This is an optimization exercise on Yosys and OpenROAD, whose aim is small area, not a production implementation.
Function was checked by simulation only, so behaviour that the tests miss may differ from the original.
No activity file was given, so power comes from the tool's default toggle rates. The clock port is modelled as an ideal driver; clocking choices that lean on that would not hold on a real chip.

==> 12-27: inputs <==
Design top, start of the top module:
module top(
	input  CLOCK_25,
	input reset,
	output LED,
	output [9:0] step,
	output [9:0] dir,
	input [9:0] term,
	input 	UART_RX,
	output 	UART_TX,
	output DebugPin1,
	output reg DebugPin2,
	output reg DebugPin3,
	output DebugPin_85,
	output DebugPin5,
	output DebugPin6,
	output DebugPin7,
	output DebugPin8,
	output DebugPin9,
	output debugPin106,
	output DebugPin_86,
	output DebugPin_87,
	output DebugPin_103
);
Settings: LEC_CHECK=0, CAP_MARGIN=20, CORE_MARGIN=2, CORE_UTILIZATION=40, PLACE_DENSITY=0.6, SLEW_MARGIN=20; clock period 10.0 ns.
run.sh (not shown) runs the stock make flow with config.mk's settings and CLKGATE_MAP_FILE= SYNTH_SCRIPT=/design/flow/synth_recipe.tcl, a recipe that flattens the netlist after the stock synthesis.
==> 09-03: changes against 12-27 <==
--- a/flow/design.v
+++ b/flow/design.v
@@ -5,80 +5,89 @@
 	input [15:0] stepsToGo,
 	input go,
 	input dirInput,
 	output reg dir,
 	output reg step,
 	output reg activeMode
 );
-reg [15:0] cnt;
-reg [15:0] div;
+reg [14:0] cnt;
+reg [14:0] half;     
+reg odd;             
 reg [15:0] steps;
-reg [1:0] state;    
+reg [1:0] state;     
+reg extra;           
 wire idle = (state == 2'b00);
 wire dly  = (state == 2'b01);
-wire R    = ~activeMode | (cnt == 16'h0);    
+wire cz   = (cnt[14:1] == 14'h0);
+wire c0   = cz & ~cnt[0];
+wire c1   = cz & cnt[0];
+wire hz   = (half == 15'h0);
+wire hiEnd = step & (extra | (c0 & ~odd));
+wire R = ~activeMode | (~step & c1) | (hiEnd & hz);
 always @(posedge CLK) begin
 	if (reset) begin
 		state <= 2'b00;
 		activeMode <= 1'b0;
 		dir <= 1'b0;
 		step <= 1'b0;
 	end else begin
 		case (state)
 		2'b00: begin
 			activeMode <= 1'b0;
 			dir <= dirInput;
 			if (go) state <= (dir != dirInput) ? 2'b01 : 2'b11;
 		end
-		2'b01: if (cnt[7:0] == 8'h0) state <= 2'b11;
+		2'b01: if (c0) state <= 2'b11;
 		default: begin
 			activeMode <= 1'b1;
 			if (R) begin
 				if (steps == 16'h0) state <= 2'b00;
 				else step <= 1'b1;
-			end else if (cnt == {1'b0, div[15:1]})
+			end else if (hiEnd)
 				step <= 1'b0;
 		end
 		endcase
 	end
+	extra <= ~R & step & ~extra & c0 & odd;
+	steps <= idle ? stepsToGo : steps - {15'h0, state[1] & R};
 	if (idle) begin
-		cnt <= 16'h00ff;
-		div <= divider;
-		steps <= stepsToGo;
+		cnt <= 15'h00ff;
+		half <= divider[15:1];
+		odd <= divider[0];
 	end else if (dly) begin
-		cnt <= cnt - 16'h1;
-	end else if (R) begin
-		cnt <= div;
-		steps <= steps - 16'h1;
+		cnt <= cnt - 15'h1;
 	end else begin
-		cnt <= cnt - 16'h1;
+		if (R | hiEnd) cnt <= half;
+		else cnt <= cnt - 15'h1;
 	end
 end
 endmodule
 module async_transmitter(
 	input clk,
 	input rst,
 	input TxD_start,
 	input TxD_load,           
-	input [7:0] TxD_data,
+	input [7:0] TxD_data,     
 	output TxD,
 	output TxD_willBeReady    
 );
 reg [3:0] TxD_state;
-reg [7:0] TxD_shift;
+reg [7:0] TxD_byte;         
 reg [7:0] bitCnt;           
 wire TxD_busy = (TxD_state != 4'b0000);
-wire BitTick = (bitCnt == 8'd217);
+wire BitTick = (bitCnt == 8'hff);
 assign TxD_willBeReady = ~TxD_busy | ((TxD_state == 4'b0011) & BitTick);
 always @(posedge clk) begin
-	if (~TxD_busy) bitCnt <= 8'd0;
-	else if (BitTick) bitCnt <= 8'd1;
-	else bitCnt <= bitCnt + 8'd1;
-	if (TxD_load) TxD_shift <= TxD_data;
-	else if (TxD_state[3] & BitTick) TxD_shift <= (TxD_shift >> 1);
+	if (~TxD_busy) bitCnt <= 8'h89;
+	else if (BitTick) bitCnt <= 8'h12;
+	else bitCnt <= {bitCnt[6:0], bitCnt[7] ^ bitCnt[5] ^ bitCnt[4] ^ bitCnt[3]};
+	if (TxD_load) begin
+		TxD_byte[7:6] <= TxD_data[7:6];
+		TxD_byte[4:0] <= TxD_data[4:0];
+	end
 end
 always @(posedge clk)
 if (rst) TxD_state <= 4'b0000;
 else case (TxD_state)
 	4'b0000: if (TxD_start) TxD_state <= 4'b0100;
 	4'b0100: if (BitTick) TxD_state <= 4'b1000;
 	4'b1000: if (BitTick) TxD_state <= 4'b1001;
@@ -89,15 +98,16 @@
 	4'b1101: if (BitTick) TxD_state <= 4'b1110;
 	4'b1110: if (BitTick) TxD_state <= 4'b1111;
 	4'b1111: if (BitTick) TxD_state <= 4'b0010;
 	4'b0010: if (BitTick) TxD_state <= 4'b0011;
 	4'b0011: if (BitTick) TxD_state <= 4'b0000;
 	default: if (BitTick) TxD_state <= 4'b0000;
 endcase
-assign TxD = (TxD_state < 4) | (TxD_state[3] & TxD_shift[0]);
+wire [7:0] txBits = {TxD_byte[7:6], 1'b0, TxD_byte[4:0]};
+assign TxD = (TxD_state < 4) | (TxD_state[3] & txBits[TxD_state[2:0]]);
 endmodule
 module async_receiver(
 	input clk,
 	input rst,
 	input RxD,
 	output reg RxD_data_ready,
 	output reg [7:0] RxD_data
@@ -166,32 +176,41 @@
 	output DebugPin8,
 	output DebugPin9,
 	output debugPin106,
 	output DebugPin_86,
 	output DebugPin_87,
 	output DebugPin_103
 );
-reg [24:0] ledReg;
+reg [23:0] ledCnt;
+reg ledReg;
+wire ledZ = (ledCnt[22:0] == 23'h0);
 always @(posedge CLOCK_25)
-	if (reset) ledReg <= 25'd0; else ledReg <= ledReg + 25'd1;
-assign LED = ledReg[24];
+	if (reset) begin
+		ledCnt <= 24'h0;
+		ledReg <= 1'b0;
+	end else begin
+		ledCnt <= {ledCnt[22:0], ledCnt[23] ^ ledCnt[22] ^ ledCnt[21] ^ ledCnt[16] ^ ledZ};
+		ledReg <= ledReg ^ (ledCnt[23] & ledZ);
+	end
+assign LED = ledReg;
 wire rxReady;           
 wire [7:0] rxData;
 reg rxReadyL;           
 always @(posedge CLOCK_25) if (reset) rxReadyL <= 1'b0; else rxReadyL <= rxReady;
 async_receiver RX(.clk(CLOCK_25), .rst(reset), .RxD(UART_RX),
 	.RxD_data_ready(rxReady), .RxD_data(rxData));
 assign DebugPin1 = rxReady;
 assign DebugPin7 = rxReady;
 assign DebugPin_85 = 1'b0;
 assign DebugPin9 = 1'b0;
 assign DebugPin_86 = 1'b0;
 reg [2:0] recvState;            
 reg [3:0] curAxis;
 reg [17:0] timeOut;
+reg timeOutDone;
 reg [7:0] cmdB3, cmdB2, cmdB1;  
 reg cmdB0;                      
 reg [9:0] pending;
 reg [9:0] activeR;
 wire [9:0] active;
 reg [9:0] dirReg;
 reg [15:0] divider [0:9];
@@ -204,44 +223,46 @@
 assign DebugPin_103 = dir[0];
 wire cmdDone = rxReadyL && (recvState == 3'd6);
 wire store = cmdDone && (curAxis < 4'd10) && !pending[curAxis];
 integer c;
 always @(posedge CLOCK_25) begin
 	if (reset) begin
 		recvState <= 3'd0;
-		timeOut <= 18'd0;
+		timeOutDone <= 1'b1;
 		DebugPin2 <= 1'b0;
 		DebugPin3 <= 1'b0;
 		pending <= 10'd0;
 		activeR <= 10'd0;
 		dirReg <= 10'd0;
 	end else begin
 		if (rxReady) begin
 			if (recvState == 3'd0) begin
 				if (rxData[3:0] != 4'hF) recvState <= 3'd1;
 			end else
 				recvState <= recvState + 3'd1;
-			timeOut <= 18'h3ffff;
+			timeOutDone <= 1'b0;
 		end else begin
-			if (timeOut == 18'h0) recvState <= 3'd0;
-			DebugPin3 <= (timeOut == 18'h0);
-			if (timeOut != 18'h0) timeOut <= timeOut - 18'h1;
+			if (timeOutDone) recvState <= 3'd0;
+			DebugPin3 <= timeOutDone;
+			if (&timeOut) timeOutDone <= 1'b1;
 		end
 		DebugPin2 <= rxReadyL && (recvState == 3'd5);
 		if (rxReadyL) begin
 			if (recvState == 3'd6) recvState <= 3'd0;
 			if (store) begin
 				pending[curAxis] <= 1'b1;
 				dirReg[curAxis] <= cmdB0;
 			end
 		end else begin
 			activeR <= active;
 			pending <= pending & ~(active & ~activeR);
 		end
 	end
+	if (rxReady) timeOut <= 18'h3fffe;
+	else timeOut <= {timeOut[16:0], timeOut[17] ^ timeOut[10]};
 	if (rxReady && recvState == 3'd0) curAxis <= rxData[3:0];
 	if (rxReadyL) begin
 		cmdB3 <= rxData;
 		cmdB2 <= cmdB3;
 		cmdB1 <= cmdB2;
 		cmdB0 <= cmdB1[7];
 	end
@@ -258,15 +279,16 @@
 		.divider(divider[i]), .stepsToGo(stepCounter[i]),
 		.go(pending[i] && (stepCounter[i] != 16'h0)),
 		.dirInput(dirReg[i]), .dir(dir[i]), .step(step[i]), .activeMode(active[i]));
 end
 endgenerate
 reg [2:0] sendState;
 reg uartStartSignal;
-reg [11:0] sendDelay;
+reg [11:0] sendDelay;    
+wire sendDelayEnd = sendDelay[11] & (sendDelay[10:0] == 11'h0);
 wire txWillBeReady;
 assign DebugPin8 = uartStartSignal;
 wire sendNow = (sendState == 3'd0) ? sendDriveStatus : (sendState[0] == 1'b0);
 reg [7:0] txData;
 always @(*)
 	case (sendState[2:1])
 		2'd0: txData = {3'b000, pending[4:0]};
@@ -277,18 +299,18 @@
 always @(posedge CLOCK_25) begin
 	if (reset) begin
 		sendState <= 3'd7;
 		uartStartSignal <= 1'b0;
 	end else begin
 		uartStartSignal <= sendNow;
 		if (sendState[0]) begin
-			if (sendState == 3'd7 || sendDelay == 12'h0) sendState <= sendState + 3'd1;
+			if (sendState == 3'd7 || sendDelayEnd) sendState <= sendState + 3'd1;
 		end else if (sendNow)
 			sendState <= sendState + 3'd1;
 	end
-	if (sendState[0]) sendDelay <= sendDelay - 12'h1;
-	else sendDelay <= 12'hfff;
+	if (sendState[0]) sendDelay <= {sendDelay[10:0], sendDelay[11] ^ sendDelay[10] ^ sendDelay[9] ^ sendDelay[3] ^ (sendDelay[10:0] == 11'h0)};
+	else sendDelay <= 12'h0;
 end
 async_transmitter TX(.clk(CLOCK_25), .rst(reset), .TxD(UART_TX),
 	.TxD_start(uartStartSignal), .TxD_load(sendNow & txWillBeReady),
 	.TxD_data(txData), .TxD_willBeReady(txWillBeReady));
 endmodule
==> flow/flow/run.sh (new file) <==
#!/bin/bash
set -e
cfg() { sed -n "s/^export $1 *= *//p" config.mk | tail -n 1; }
SIZE=$(cfg CTS_CLUSTER_SIZE); SIZE=${SIZE:-30}
DIAM=$(cfg CTS_CLUSTER_DIAMETER); DIAM=${DIAM:-100}
export BUFFER_PORTS_ARGS="-buffer_cell sky130_fd_sc_hd__buf_1"
export CTS_ARGS="-sink_clustering_enable -repair_clock_nets -sink_clustering_size $SIZE -sink_clustering_max_diameter $DIAM -dont_use_dummy_load"
echo "CTS_ARGS=$CTS_ARGS" > run_settings.log
bash standard.sh > standard_flow.log 2>&1
==> flow/standard.sh (new file) <==
#!/bin/bash
# synth_recipe.tcl (not shown) runs the flow's synth.tcl, then flattens the netlist and writes it again
# the make line also repeats each setting of config.mk as NAME=value (left out here)
make -C /OpenROAD-flow-scripts/flow DESIGN_CONFIG=/design/flow/config.mk WORK_HOME=/design/flow/orfs CLKGATE_MAP_FILE= SYNTH_SCRIPT=/design/flow/synth_recipe.tcl "${@:-finish}"
==> flow/config.mk (replaced) <==
export PLATFORM = sky130hd
export DESIGN_NAME = top
export DESIGN_NICKNAME = top
export VERILOG_FILES = /design/flow/design.v
export SDC_FILE = /design/flow/constraint.sdc
export NUM_CORES = 4
export LEC_CHECK = 0
export CAP_MARGIN = 0
export CORE_MARGIN = 2
export CORE_UTILIZATION = 70
export CTS_CLUSTER_DIAMETER = 100
export CTS_CLUSTER_SIZE = 30
export PLACE_DENSITY = 0.85
export SLEW_MARGIN = 0
removed: flow/run.sh
==> 08-18: changes against 12-27 <==
--- a/flow/design.v
+++ b/flow/design.v
@@ -5,56 +5,63 @@
 	input [15:0] stepsToGo,
 	input go,
 	input dirInput,
 	output reg dir,
 	output reg step,
 	output reg activeMode
 );
-reg [15:0] cnt;
-reg [15:0] div;
+reg [14:0] cnt;
+reg [14:0] half;     
+reg odd;             
 reg [15:0] steps;
-reg [1:0] state;    
+reg [1:0] state;     
+reg extra;           
 wire idle = (state == 2'b00);
 wire dly  = (state == 2'b01);
-wire R    = ~activeMode | (cnt == 16'h0);    
+wire cz   = (cnt[14:1] == 14'h0);
+wire c0   = cz & ~cnt[0];
+wire c1   = cz & cnt[0];
+wire hz   = (half == 15'h0);
+wire hiEnd = step & (extra | (c0 & ~odd));
+wire R = ~activeMode | (~step & c1) | (hiEnd & hz);
 always @(posedge CLK) begin
 	if (reset) begin
 		state <= 2'b00;
 		activeMode <= 1'b0;
 		dir <= 1'b0;
 		step <= 1'b0;
 	end else begin
 		case (state)
 		2'b00: begin
 			activeMode <= 1'b0;
 			dir <= dirInput;
 			if (go) state <= (dir != dirInput) ? 2'b01 : 2'b11;
 		end
-		2'b01: if (cnt[7:0] == 8'h0) state <= 2'b11;
+		2'b01: if (c0) state <= 2'b11;
 		default: begin
 			activeMode <= 1'b1;
 			if (R) begin
 				if (steps == 16'h0) state <= 2'b00;
 				else step <= 1'b1;
-			end else if (cnt == {1'b0, div[15:1]})
+			end else if (hiEnd)
 				step <= 1'b0;
 		end
 		endcase
 	end
+	extra <= ~R & step & ~extra & c0 & odd;
+	steps <= idle ? stepsToGo : steps - {15'h0, state[1] & R};
 	if (idle) begin
-		cnt <= 16'h00ff;
-		div <= divider;
-		steps <= stepsToGo;
+		cnt <= 15'h00ff;
+		half <= divider[15:1];
+		odd <= divider[0];
 	end else if (dly) begin
-		cnt <= cnt - 16'h1;
-	end else if (R) begin
-		cnt <= div;
-		steps <= steps - 16'h1;
+		cnt <= cnt - 15'h1;
 	end else begin
-		cnt <= cnt - 16'h1;
+		if (R | hiEnd) cnt <= half;
+		else cnt <= cnt - 15'h1;
 	end
 end
 endmodule
 module async_transmitter(
 	input clk,
 	input rst,
 	input TxD_start,
@@ -63,20 +70,20 @@
 	output TxD,
 	output TxD_willBeReady    
 );
 reg [3:0] TxD_state;
 reg [7:0] TxD_shift;
 reg [7:0] bitCnt;           
 wire TxD_busy = (TxD_state != 4'b0000);
-wire BitTick = (bitCnt == 8'd217);
+wire BitTick = (bitCnt == 8'hff);
 assign TxD_willBeReady = ~TxD_busy | ((TxD_state == 4'b0011) & BitTick);
 always @(posedge clk) begin
-	if (~TxD_busy) bitCnt <= 8'd0;
-	else if (BitTick) bitCnt <= 8'd1;
-	else bitCnt <= bitCnt + 8'd1;
+	if (~TxD_busy) bitCnt <= 8'h89;
+	else if (BitTick) bitCnt <= 8'h12;
+	else bitCnt <= {bitCnt[6:0], bitCnt[7] ^ bitCnt[5] ^ bitCnt[4] ^ bitCnt[3]};
 	if (TxD_load) TxD_shift <= TxD_data;
 	else if (TxD_state[3] & BitTick) TxD_shift <= (TxD_shift >> 1);
 end
 always @(posedge clk)
 if (rst) TxD_state <= 4'b0000;
 else case (TxD_state)
 	4'b0000: if (TxD_start) TxD_state <= 4'b0100;
@@ -166,32 +173,41 @@
 	output DebugPin8,
 	output DebugPin9,
 	output debugPin106,
 	output DebugPin_86,
 	output DebugPin_87,
 	output DebugPin_103
 );
-reg [24:0] ledReg;
+reg [23:0] ledCnt;
+reg ledReg;
+wire ledZ = (ledCnt[22:0] == 23'h0);
 always @(posedge CLOCK_25)
-	if (reset) ledReg <= 25'd0; else ledReg <= ledReg + 25'd1;
-assign LED = ledReg[24];
+	if (reset) begin
+		ledCnt <= 24'h0;
+		ledReg <= 1'b0;
+	end else begin
+		ledCnt <= {ledCnt[22:0], ledCnt[23] ^ ledCnt[22] ^ ledCnt[21] ^ ledCnt[16] ^ ledZ};
+		ledReg <= ledReg ^ (ledCnt[23] & ledZ);
+	end
+assign LED = ledReg;
 wire rxReady;           
 wire [7:0] rxData;
 reg rxReadyL;           
 always @(posedge CLOCK_25) if (reset) rxReadyL <= 1'b0; else rxReadyL <= rxReady;
 async_receiver RX(.clk(CLOCK_25), .rst(reset), .RxD(UART_RX),
 	.RxD_data_ready(rxReady), .RxD_data(rxData));
 assign DebugPin1 = rxReady;
 assign DebugPin7 = rxReady;
 assign DebugPin_85 = 1'b0;
 assign DebugPin9 = 1'b0;
 assign DebugPin_86 = 1'b0;
 reg [2:0] recvState;            
 reg [3:0] curAxis;
 reg [17:0] timeOut;
+reg timeOutDone;
 reg [7:0] cmdB3, cmdB2, cmdB1;  
 reg cmdB0;                      
 reg [9:0] pending;
 reg [9:0] activeR;
 wire [9:0] active;
 reg [9:0] dirReg;
 reg [15:0] divider [0:9];
@@ -204,44 +220,46 @@
 assign DebugPin_103 = dir[0];
 wire cmdDone = rxReadyL && (recvState == 3'd6);
 wire store = cmdDone && (curAxis < 4'd10) && !pending[curAxis];
 integer c;
 always @(posedge CLOCK_25) begin
 	if (reset) begin
 		recvState <= 3'd0;
-		timeOut <= 18'd0;
+		timeOutDone <= 1'b1;
 		DebugPin2 <= 1'b0;
 		DebugPin3 <= 1'b0;
 		pending <= 10'd0;
 		activeR <= 10'd0;
 		dirReg <= 10'd0;
 	end else begin
 		if (rxReady) begin
 			if (recvState == 3'd0) begin
 				if (rxData[3:0] != 4'hF) recvState <= 3'd1;
 			end else
 				recvState <= recvState + 3'd1;
-			timeOut <= 18'h3ffff;
+			timeOutDone <= 1'b0;
 		end else begin
-			if (timeOut == 18'h0) recvState <= 3'd0;
-			DebugPin3 <= (timeOut == 18'h0);
-			if (timeOut != 18'h0) timeOut <= timeOut - 18'h1;
+			if (timeOutDone) recvState <= 3'd0;
+			DebugPin3 <= timeOutDone;
+			if (&timeOut) timeOutDone <= 1'b1;
 		end
 		DebugPin2 <= rxReadyL && (recvState == 3'd5);
 		if (rxReadyL) begin
 			if (recvState == 3'd6) recvState <= 3'd0;
 			if (store) begin
 				pending[curAxis] <= 1'b1;
 				dirReg[curAxis] <= cmdB0;
 			end
 		end else begin
 			activeR <= active;
 			pending <= pending & ~(active & ~activeR);
 		end
 	end
+	if (rxReady) timeOut <= 18'h3fffe;
+	else timeOut <= {timeOut[16:0], timeOut[17] ^ timeOut[10]};
 	if (rxReady && recvState == 3'd0) curAxis <= rxData[3:0];
 	if (rxReadyL) begin
 		cmdB3 <= rxData;
 		cmdB2 <= cmdB3;
 		cmdB1 <= cmdB2;
 		cmdB0 <= cmdB1[7];
 	end
@@ -258,15 +276,16 @@
 		.divider(divider[i]), .stepsToGo(stepCounter[i]),
 		.go(pending[i] && (stepCounter[i] != 16'h0)),
 		.dirInput(dirReg[i]), .dir(dir[i]), .step(step[i]), .activeMode(active[i]));
 end
 endgenerate
 reg [2:0] sendState;
 reg uartStartSignal;
-reg [11:0] sendDelay;
+reg [11:0] sendDelay;    
+wire sendDelayEnd = sendDelay[11] & (sendDelay[10:0] == 11'h0);
 wire txWillBeReady;
 assign DebugPin8 = uartStartSignal;
 wire sendNow = (sendState == 3'd0) ? sendDriveStatus : (sendState[0] == 1'b0);
 reg [7:0] txData;
 always @(*)
 	case (sendState[2:1])
 		2'd0: txData = {3'b000, pending[4:0]};
@@ -277,18 +296,18 @@
 always @(posedge CLOCK_25) begin
 	if (reset) begin
 		sendState <= 3'd7;
 		uartStartSignal <= 1'b0;
 	end else begin
 		uartStartSignal <= sendNow;
 		if (sendState[0]) begin
-			if (sendState == 3'd7 || sendDelay == 12'h0) sendState <= sendState + 3'd1;
+			if (sendState == 3'd7 || sendDelayEnd) sendState <= sendState + 3'd1;
 		end else if (sendNow)
 			sendState <= sendState + 3'd1;
 	end
-	if (sendState[0]) sendDelay <= sendDelay - 12'h1;
-	else sendDelay <= 12'hfff;
+	if (sendState[0]) sendDelay <= {sendDelay[10:0], sendDelay[11] ^ sendDelay[10] ^ sendDelay[9] ^ sendDelay[3] ^ (sendDelay[10:0] == 11'h0)};
+	else sendDelay <= 12'h0;
 end
 async_transmitter TX(.clk(CLOCK_25), .rst(reset), .TxD(UART_TX),
 	.TxD_start(uartStartSignal), .TxD_load(sendNow & txWillBeReady),
 	.TxD_data(txData), .TxD_willBeReady(txWillBeReady));
 endmodule
--- a/flow/config.mk
+++ b/flow/config.mk
@@ -4,9 +4,11 @@
 export VERILOG_FILES = /design/flow/design.v
 export SDC_FILE = /design/flow/constraint.sdc
 export NUM_CORES = 4
 export LEC_CHECK = 0
 export CAP_MARGIN = 20
 export CORE_MARGIN = 2
 export CORE_UTILIZATION = 40
+export CTS_CLUSTER_DIAMETER = 100
+export CTS_CLUSTER_SIZE = 30
 export PLACE_DENSITY = 0.6
 export SLEW_MARGIN = 20
==> summary.md <==
| Metric | Value |
|---|---|
| Reg2reg end | motorControlBlock[0].mr.steps[11]$_DFF_P_ |
| Sequential Area | between 20000 and 30000 µm² |
| Status | finished clean |
| Initial Utilization | 40.2% |
| Clock latency (worst-skew pair) | 0.62 ns |
| Post-synthesis cell type count | slightly above 70 |
| Routing usage on met2 | between 20% and 30% |
| Fmax | roughly 0.23 GHz |
| Placed insts | between 4000 and 5000 |
The numbers above come from 08-18.

==> summary.md <==
| Metric | Value |
|---|---|
| Hold_buf cts | 0 |
| Clk power | 0.00430 W |
| GRT Max-Usage Layer | met2 |
| Logic pwr share | 7.4% |
| Post-synthesis cell type count | 85 |
| Initial Utilization | between 40% and 50% |
| Fmax | between 0.2 and 0.25 GHz |
| Met3 Track Usage GR | approximately 2.9% |
| Status | finished clean |
| Layout cells sized above 1 | about 7.8% |
| Sequential Area | between 20000 and 30000 µm² |
The numbers above come from 12-27.

==> summary.md <==
| Metric | Value |
|---|---|
| Status | finished clean |
| Routing usage on met2 | approximately half |
| Placed insts | roughly 4200 |
| Reg2reg end | motorControlBlock[0].mr.steps[13]$_DFF_P_ |
| Initial Utilization | a little under three quarters |
| WHS | ~0.36 ns |
| DIE HEIGHT | roughly 240 µm |
| Worst Tran Pin Value | 1.21 ns |
| Fmax | approximately 0.23 GHz |
| Area of the multi-input gates | 13200 µm² |
| Top pwr grp | sequential cells |
| Worst Hold Launch | divider[1][3]$_DFFE_PP_ |
| Clock latency (worst-skew pair) | between 0.6 and 0.7 ns |
| Finished Core Util | approximately three quarters |
| Grt ovf | 0 |
| Dominant cell type by area after synthesis | edfxtp_1 |
The numbers above come from 09-03.

-- afterwards: timing with drivers on the ports --
In the flow no input, the clock included, has a driving cell. The finished layouts below were timed again as built, in two steps.
Step 1: set_driving_cell puts a clkbuf_16 on CLOCK_25 and a buf_2 on each other input, an assumption about the parent block.
Step 2 adds t to the input delays and takes it off the output delays; t is the mean of the earliest and latest rising clock arrival at the registers after step 1. Input paths then give back, and output paths get back, about the clock's delay inside the block.
Slacks: ideal / step 1 / step 2; pairs: ideal / step 1.
| run | shift t [ns] | setup WS [ns] | worst setup path at the end | worst data-port slew with drivers (ns) |
|---|---|---|---|---|
| 12-27 | 0.756 | 5.291 / 5.222 / 5.978 | register to output | 0.05 |
| 09-03 | 0.649 | 5.699 / 5.640 / 5.953 | register to register | 0.05 |
| 08-18 | 0.669 | 5.565 / 5.499 / 5.987 | register to register | 0.06 |
After both steps every run listed still meets setup and hold.
